From an optimization exercise on the open Yosys and OpenROAD flow, aimed at small area and a short achievable clock period; shortcuts taken in it are not production practice. Only simulation tests tie the RTL to the original design; equivalence was not proved. Power and IR drop assume default switching activity.

==> v2: inputs <==
==> flow/design.v <==
module CONV(
 input wire reset,  
 input wire clk,  
 input wire signed [7: 0] CONV_iData0,  
 input wire signed [7: 0] CONV_iData1,  
 output reg signed [15: 0] CONV_oData  
);
reg [6:0] cnt;           
reg [3:0] ii;            
reg [7:0] ra [0:8];      
reg [15:0] rf [0:6];     
reg [15:0] rs [0:7];     
reg [7:0] bj;            
reg [15:0] f7s, f7c;     
reg sw_d;                
wire load = (cnt < 7'd8);
wire in_block = (cnt >= 7'd7) && (cnt <= 7'd77);
wire [7:0] ma = ra[6];
wire [7:0] mb = bj;
wire [15:0] fb = rf[6];
wire t1 = (ma[0] & mb[5]) ^ (ma[1] & mb[4]);
wire t2 = (ma[0] & mb[5]) & (ma[1] & mb[4]);
wire t3, t4;
assign {t4, t3} = {1'b0, (ma[0] & mb[6])} + {1'b0, (ma[1] & mb[5])} + {1'b0, (ma[2] & mb[4])};
wire t5 = (ma[3] & mb[3]) ^ (ma[4] & mb[2]);
wire t6 = (ma[3] & mb[3]) & (ma[4] & mb[2]);
wire t7, t8;
assign {t8, t7} = {1'b0, ~(ma[0] & mb[7])} + {1'b0, (ma[1] & mb[6])} + {1'b0, (ma[2] & mb[5])};
wire t9, t10;
assign {t10, t9} = {1'b0, (ma[3] & mb[4])} + {1'b0, (ma[4] & mb[3])} + {1'b0, (ma[5] & mb[2])};
wire t11 = (ma[6] & mb[1]) ^ ~(ma[7] & mb[0]);
wire t12 = (ma[6] & mb[1]) & ~(ma[7] & mb[0]);
wire t13, t14;
assign {t14, t13} = {1'b0, ~(ma[1] & mb[7])} + {1'b0, (ma[2] & mb[6])} + {1'b0, (ma[3] & mb[5])};
wire t15, t16;
assign {t16, t15} = {1'b0, (ma[4] & mb[4])} + {1'b0, (ma[5] & mb[3])} + {1'b0, (ma[6] & mb[2])};
wire t17, t18;
assign {t18, t17} = {1'b0, ~(ma[7] & mb[1])} + {1'b0, 1'b1} + {1'b0, fb[8]};
wire t19, t20;
assign {t20, t19} = {1'b0, ~(ma[2] & mb[7])} + {1'b0, (ma[3] & mb[6])} + {1'b0, (ma[4] & mb[5])};
wire t21, t22;
assign {t22, t21} = {1'b0, (ma[5] & mb[4])} + {1'b0, (ma[6] & mb[3])} + {1'b0, ~(ma[7] & mb[2])};
wire t23, t24;
assign {t24, t23} = {1'b0, ~(ma[3] & mb[7])} + {1'b0, (ma[4] & mb[6])} + {1'b0, (ma[5] & mb[5])};
wire t25 = (ma[0] & mb[3]) ^ (ma[1] & mb[2]);
wire t26 = (ma[0] & mb[3]) & (ma[1] & mb[2]);
wire t27, t28;
assign {t28, t27} = {1'b0, (ma[0] & mb[4])} + {1'b0, (ma[1] & mb[3])} + {1'b0, (ma[2] & mb[2])};
wire t29 = (ma[3] & mb[1]) ^ (ma[4] & mb[0]);
wire t30 = (ma[3] & mb[1]) & (ma[4] & mb[0]);
wire t31, t32;
assign {t32, t31} = {1'b0, t1} + {1'b0, (ma[2] & mb[3])} + {1'b0, (ma[3] & mb[2])};
wire t33, t34;
assign {t34, t33} = {1'b0, (ma[4] & mb[1])} + {1'b0, (ma[5] & mb[0])} + {1'b0, fb[5]};
wire t35, t36;
assign {t36, t35} = {1'b0, t2} + {1'b0, t3} + {1'b0, t5};
wire t37, t38;
assign {t38, t37} = {1'b0, (ma[5] & mb[1])} + {1'b0, (ma[6] & mb[0])} + {1'b0, fb[6]};
wire t39, t40;
assign {t40, t39} = {1'b0, t4} + {1'b0, t6} + {1'b0, t7};
wire t41, t42;
assign {t42, t41} = {1'b0, t9} + {1'b0, t11} + {1'b0, fb[7]};
wire t43, t44;
assign {t44, t43} = {1'b0, t8} + {1'b0, t10} + {1'b0, t12};
wire t45, t46;
assign {t46, t45} = {1'b0, t13} + {1'b0, t15} + {1'b0, t17};
wire t47, t48;
assign {t48, t47} = {1'b0, t14} + {1'b0, t16} + {1'b0, t18};
wire t49, t50;
assign {t50, t49} = {1'b0, t19} + {1'b0, t21} + {1'b0, fb[9]};
wire t51, t52;
assign {t52, t51} = {1'b0, t20} + {1'b0, t22} + {1'b0, t23};
wire t53, t54;
assign {t54, t53} = {1'b0, (ma[6] & mb[4])} + {1'b0, ~(ma[7] & mb[3])} + {1'b0, fb[10]};
wire t55, t56;
assign {t56, t55} = {1'b0, t24} + {1'b0, ~(ma[4] & mb[7])} + {1'b0, (ma[5] & mb[6])};
wire t57, t58;
assign {t58, t57} = {1'b0, (ma[6] & mb[5])} + {1'b0, ~(ma[7] & mb[4])} + {1'b0, fb[11]};
wire t59, t60;
assign {t60, t59} = {1'b0, ~(ma[5] & mb[7])} + {1'b0, (ma[6] & mb[6])} + {1'b0, ~(ma[7] & mb[5])};
wire t61 = (ma[0] & mb[2]) ^ (ma[1] & mb[1]);
wire t62 = (ma[0] & mb[2]) & (ma[1] & mb[1]);
wire t63, t64;
assign {t64, t63} = {1'b0, t25} + {1'b0, (ma[2] & mb[1])} + {1'b0, (ma[3] & mb[0])};
wire t65, t66;
assign {t66, t65} = {1'b0, t26} + {1'b0, t27} + {1'b0, t29};
wire t67, t68;
assign {t68, t67} = {1'b0, t28} + {1'b0, t30} + {1'b0, t31};
wire t69, t70;
assign {t70, t69} = {1'b0, t32} + {1'b0, t34} + {1'b0, t35};
wire t71, t72;
assign {t72, t71} = {1'b0, t36} + {1'b0, t38} + {1'b0, t39};
wire t73, t74;
assign {t74, t73} = {1'b0, t40} + {1'b0, t42} + {1'b0, t43};
wire t75, t76;
assign {t76, t75} = {1'b0, t44} + {1'b0, t46} + {1'b0, t47};
wire t77, t78;
assign {t78, t77} = {1'b0, t48} + {1'b0, t50} + {1'b0, t51};
wire t79, t80;
assign {t80, t79} = {1'b0, t52} + {1'b0, t54} + {1'b0, t55};
wire t81, t82;
assign {t82, t81} = {1'b0, t56} + {1'b0, t58} + {1'b0, t59};
wire t83, t84;
assign {t84, t83} = {1'b0, t60} + {1'b0, ~(ma[6] & mb[7])} + {1'b0, ~(ma[7] & mb[6])};
wire t85 = (ma[0] & mb[1]) ^ (ma[1] & mb[0]);
wire t86 = (ma[0] & mb[1]) & (ma[1] & mb[0]);
wire t87, t88;
assign {t88, t87} = {1'b0, t61} + {1'b0, (ma[2] & mb[0])} + {1'b0, fb[2]};
wire t89, t90;
assign {t90, t89} = {1'b0, t62} + {1'b0, t63} + {1'b0, fb[3]};
wire t91, t92;
assign {t92, t91} = {1'b0, t64} + {1'b0, t65} + {1'b0, fb[4]};
wire t93, t94;
assign {t94, t93} = {1'b0, t66} + {1'b0, t67} + {1'b0, t33};
wire t95, t96;
assign {t96, t95} = {1'b0, t68} + {1'b0, t69} + {1'b0, t37};
wire t97, t98;
assign {t98, t97} = {1'b0, t70} + {1'b0, t71} + {1'b0, t41};
wire t99, t100;
assign {t100, t99} = {1'b0, t72} + {1'b0, t73} + {1'b0, t45};
wire t101, t102;
assign {t102, t101} = {1'b0, t74} + {1'b0, t75} + {1'b0, t49};
wire t103, t104;
assign {t104, t103} = {1'b0, t76} + {1'b0, t77} + {1'b0, t53};
wire t105, t106;
assign {t106, t105} = {1'b0, t78} + {1'b0, t79} + {1'b0, t57};
wire t107, t108;
assign {t108, t107} = {1'b0, t80} + {1'b0, t81} + {1'b0, fb[12]};
wire t109, t110;
assign {t110, t109} = {1'b0, t82} + {1'b0, t83} + {1'b0, fb[13]};
wire t111, t112;
assign {t112, t111} = {1'b0, t84} + {1'b0, (ma[7] & mb[7])} + {1'b0, fb[14]};
wire t113 = fb[15] ^ 1'b1;
wire [15:0] m_s = {t112, t110, t108, t106, t104, t102, t100, t98, t96, t94, t92, t90, t88, t86, t85, (ma[0] & mb[0])};
wire [15:0] m_c = {t113, t111, t109, t107, t105, t103, t101, t99, t97, t95, t93, t91, t89, t87, fb[1], fb[0]};
wire [15:0] ak_g = f7s & f7c;
wire [15:0] ak_p = f7s ^ f7c;
wire bk_g1 = ak_g[1] | (ak_p[1] & ak_g[0]);
wire bk_p1 = ak_p[1] & ak_p[0];
wire bk_g2 = ak_g[3] | (ak_p[3] & ak_g[2]);
wire bk_p2 = ak_p[3] & ak_p[2];
wire bk_g3 = ak_g[5] | (ak_p[5] & ak_g[4]);
wire bk_p3 = ak_p[5] & ak_p[4];
wire bk_g4 = ak_g[7] | (ak_p[7] & ak_g[6]);
wire bk_p4 = ak_p[7] & ak_p[6];
wire bk_g5 = ak_g[9] | (ak_p[9] & ak_g[8]);
wire bk_p5 = ak_p[9] & ak_p[8];
wire bk_g6 = ak_g[11] | (ak_p[11] & ak_g[10]);
wire bk_p6 = ak_p[11] & ak_p[10];
wire bk_g7 = ak_g[13] | (ak_p[13] & ak_g[12]);
wire bk_p7 = ak_p[13] & ak_p[12];
wire bk_g8 = ak_g[15] | (ak_p[15] & ak_g[14]);
wire bk_p8 = ak_p[15] & ak_p[14];
wire bk_g9 = bk_g2 | (bk_p2 & bk_g1);
wire bk_p9 = bk_p2 & bk_p1;
wire bk_g10 = bk_g4 | (bk_p4 & bk_g3);
wire bk_p10 = bk_p4 & bk_p3;
wire bk_g11 = bk_g6 | (bk_p6 & bk_g5);
wire bk_p11 = bk_p6 & bk_p5;
wire bk_g12 = bk_g8 | (bk_p8 & bk_g7);
wire bk_p12 = bk_p8 & bk_p7;
wire bk_g13 = bk_g10 | (bk_p10 & bk_g9);
wire bk_p13 = bk_p10 & bk_p9;
wire bk_g14 = bk_g12 | (bk_p12 & bk_g11);
wire bk_p14 = bk_p12 & bk_p11;
wire bk_g15 = bk_g14 | (bk_p14 & bk_g13);
wire bk_p15 = bk_p14 & bk_p13;
wire bk_g16 = bk_g11 | (bk_p11 & bk_g13);
wire bk_p16 = bk_p11 & bk_p13;
wire bk_g17 = bk_g3 | (bk_p3 & bk_g9);
wire bk_p17 = bk_p3 & bk_p9;
wire bk_g18 = bk_g5 | (bk_p5 & bk_g13);
wire bk_p18 = bk_p5 & bk_p13;
wire bk_g19 = bk_g7 | (bk_p7 & bk_g16);
wire bk_p19 = bk_p7 & bk_p16;
wire bk_g20 = ak_g[2] | (ak_p[2] & bk_g1);
wire bk_p20 = ak_p[2] & bk_p1;
wire bk_g21 = ak_g[4] | (ak_p[4] & bk_g9);
wire bk_p21 = ak_p[4] & bk_p9;
wire bk_g22 = ak_g[6] | (ak_p[6] & bk_g17);
wire bk_p22 = ak_p[6] & bk_p17;
wire bk_g23 = ak_g[8] | (ak_p[8] & bk_g13);
wire bk_p23 = ak_p[8] & bk_p13;
wire bk_g24 = ak_g[10] | (ak_p[10] & bk_g18);
wire bk_p24 = ak_p[10] & bk_p18;
wire bk_g25 = ak_g[12] | (ak_p[12] & bk_g16);
wire bk_p25 = ak_p[12] & bk_p16;
wire bk_g26 = ak_g[14] | (ak_p[14] & bk_g19);
wire bk_p26 = ak_p[14] & bk_p19;
wire [15:0] f_sum = {ak_p[15] ^ bk_g26, ak_p[14] ^ bk_g19, ak_p[13] ^ bk_g25, ak_p[12] ^ bk_g16, ak_p[11] ^ bk_g24, ak_p[10] ^ bk_g18, ak_p[9] ^ bk_g23, ak_p[8] ^ bk_g13, ak_p[7] ^ bk_g22, ak_p[6] ^ bk_g17, ak_p[5] ^ bk_g21, ak_p[4] ^ bk_g9, ak_p[3] ^ bk_g20, ak_p[2] ^ bk_g1, ak_p[1] ^ ak_g[0], ak_p[0]};
integer s;
always @(posedge clk) begin
	if (reset == 0) begin
		cnt <= 7'd0;
		CONV_oData <= 16'd0;
	end else begin
		cnt <= (cnt == 7'd111) ? 7'd0 : cnt + 7'd1;
		if (cnt >= 7'd81 && cnt <= 7'd95)
			CONV_oData <= rs[0];
		else
			CONV_oData <= 16'd0;
	end
	ii <= (cnt == 7'd6 || ii == 4'd8) ? 4'd0 : ii + 4'd1;
	sw_d <= (in_block && ii == 4'd8) || (cnt >= 7'd86 && cnt <= 7'd93);
	if (cnt == 7'd6 || ii == 4'd8)
		bj <= (cnt <= 7'd69) ? rs[5][7:0] : 8'd0;
	f7s <= m_s;
	f7c <= m_c;
	ra[0] <= load ? CONV_iData0 : ra[8];
	for (s = 1; s < 8; s = s + 1)
		ra[s] <= ra[s-1];
	ra[8] <= (cnt == 7'd7) ? 8'd0 : ra[7];
	for (s = 1; s < 7; s = s + 1)
		rf[s] <= rf[s-1];
	rf[0] <= (load || (sw_d && cnt <= 7'd77)) ? 16'd0 : f_sum;
	for (s = 1; s < 8; s = s + 1)
		rs[s] <= rs[s-1];
	rs[0] <= load ? {rs[7][15:8], CONV_iData1} : sw_d ? f_sum : rs[7];
end
endmodule
==> flow/flow/run.sh <==
#!/bin/bash
# Standard layout, with stronger port buffers, a stronger clock root buffer and
# timing repair aimed at a shorter period than the constraint (the constraint
# itself is unchanged).
set -uo pipefail
export BUFFER_PORTS_ARGS="-buffer_cell sky130_fd_sc_hd__buf_2"
export SETUP_SLACK_MARGIN=7.15
export CTS_ARGS="-sink_clustering_enable -repair_clock_nets -sink_clustering_size 16 -sink_clustering_max_diameter 40 -buf_list sky130_fd_sc_hd__clkbuf_8 -dont_use_dummy_load -root_buf sky130_fd_sc_hd__clkbuf_16"
bash standard.sh > standard_flow.log 2>&1
==> flow/standard.sh <==
#!/bin/bash
# synth_recipe.tcl (not shown) runs the flow's synth.tcl, then flattens the netlist and writes it again
# the make line also repeats each setting of config.mk as NAME=value (left out here)
make -C /OpenROAD-flow-scripts/flow DESIGN_CONFIG=/design/flow/config.mk WORK_HOME=/design/flow/orfs CLKGATE_MAP_FILE= SYNTH_SCRIPT=/design/flow/synth_recipe.tcl "${@:-finish}"
==> flow/config.mk <==
export PLATFORM = sky130hd
export DESIGN_NAME = CONV
export DESIGN_NICKNAME = CONV
export VERILOG_FILES = /design/flow/design.v
export SDC_FILE = /design/flow/constraint.sdc
export NUM_CORES = 4
export LEC_CHECK = 0
export CAP_MARGIN = 20
export CORE_MARGIN = 2
export CORE_UTILIZATION = 70
export CTS_BUF_LIST = sky130_fd_sc_hd__clkbuf_8
export CTS_CLUSTER_DIAMETER = 40
export CTS_CLUSTER_SIZE = 16
export SLEW_MARGIN = 20
==> flow/constraint.sdc <==
create_clock -name core_clock -period 10.0 [get_ports {clk}]
set_input_delay 2.0000 -clock core_clock [delete_from_list [all_inputs] [get_ports {clk}]]
set_output_delay 2.0000 -clock core_clock [all_outputs]
set_load 0.01 [all_outputs]
==> inputs of v31, as changes to v2 <==
--- a/flow/design.v
+++ b/flow/design.v
@@ -7,5 +7,4 @@
 );
 reg [6:0] cnt;           
-reg [3:0] ii;            
 reg [7:0] ra [0:8];      
 reg [15:0] rf [0:6];     
@@ -15,5 +14,6 @@
 reg sw_d;                
 wire load = (cnt < 7'd8);
-wire in_block = (cnt >= 7'd7) && (cnt <= 7'd77);
+wire bubble = (cnt == 7'd15) || (cnt == 7'd24) || (cnt == 7'd33) || (cnt == 7'd42) ||
+              (cnt == 7'd51) || (cnt == 7'd60) || (cnt == 7'd69);
 wire [7:0] ma = ra[6];
 wire [7:0] mb = bj;
@@ -201,7 +201,6 @@
 			CONV_oData <= 16'd0;
 	end
-	ii <= (cnt == 7'd6 || ii == 4'd8) ? 4'd0 : ii + 4'd1;
-	sw_d <= (in_block && ii == 4'd8) || (cnt >= 7'd86 && cnt <= 7'd93);
-	if (cnt == 7'd6 || ii == 4'd8)
+	sw_d <= bubble || (cnt >= 7'd86 && cnt <= 7'd93);
+	if (cnt == 7'd6 || bubble || cnt == 7'd78)
 		bj <= (cnt <= 7'd69) ? rs[5][7:0] : 8'd0;
 	f7s <= m_s;
--- a/flow/flow/run.sh
+++ b/flow/flow/run.sh
@@ -4,6 +4,6 @@
 # itself is unchanged).
 set -uo pipefail
-export BUFFER_PORTS_ARGS="-buffer_cell sky130_fd_sc_hd__buf_2"
-export SETUP_SLACK_MARGIN=7.15
+export BUFFER_PORTS_ARGS="-buffer_cell sky130_fd_sc_hd__buf_4"
+export SETUP_SLACK_MARGIN=7.0
 export CTS_ARGS="-sink_clustering_enable -repair_clock_nets -sink_clustering_size 16 -sink_clustering_max_diameter 40 -buf_list sky130_fd_sc_hd__clkbuf_8 -dont_use_dummy_load -root_buf sky130_fd_sc_hd__clkbuf_16"
 bash standard.sh > standard_flow.log 2>&1
==> run notes <==
quantity	v2	v31
Run status	no timing/DRC/antenna violations	no timing/DRC/antenna violations
Worst Path Max Fanout	1	4
Number of sequential storage elements	380	376
Floorplan core area	15,300 sq um	15,300 sq um
Final total power	2.99 mW	2.62 mW
Fraction of power spent switching nets	0.264	0.228
Part of the total power dissipated in combinational logic	0.174	0.092
HPWL after DPL	11.3 mm	11.4 mm
Share of synthesized cell area in full adder, half adder and majority cells	0.131	0.130
Worst Max-Slew Pin Slew	0.650 ns	0.762 ns
GR met2 Demand/Resource	0.338	0.354
Rel. slew slack	0.562	0.488
Footprint of the multi-input gates	2990 sq um	2960 sq um
Sum of buffers and inverters on the critical path	1	2
Setup slack, reg-to-reg	7.12 ns	7.06 ns
WP data arrival	0.92 ns	3.29 ns
Setup repair bufs after CTS	6	1
Sequential share of cell area	0.633	0.633
Core utilization of the finished layout	0.795	0.787
Overall routing resource usage	0.215	0.213
Cell area power density	246 nW/um^2	218 nW/um^2

[static timing again, ports no longer ideal]
In the flow no input, the clock included, has a driving cell. The finished layouts below were timed again as built, in two steps. Step 1 sets driving cells, clkbuf_16 on the clock port and buf_2 on the other inputs (assumed; they add their load-dependent delay and slew). Step 2 also shifts input and output timing later by t, the mid clock arrival at the registers, as if the neighbouring blocks saw the same clock. Slacks: no drivers / after step 1 / after step 2; pairs: no drivers / after step 1.
| run | shift t [ns] | setup slack, ns | worst setup path after step 2 | worst data-port slew with drivers (ns) |
|---|---|---|---|---|
| v2 | 0.498 | 7.076 / 7.035 / 6.840 | input to register | 0.03 |
| v31 | 0.501 | 7.062 / 7.021 / 6.841 | input to register | 0.03 |
After both steps every run listed still meets setup and hold. The setup slack of v2, which loses most, moves by -0.041 ns with the drivers and by -0.236 ns with both steps.
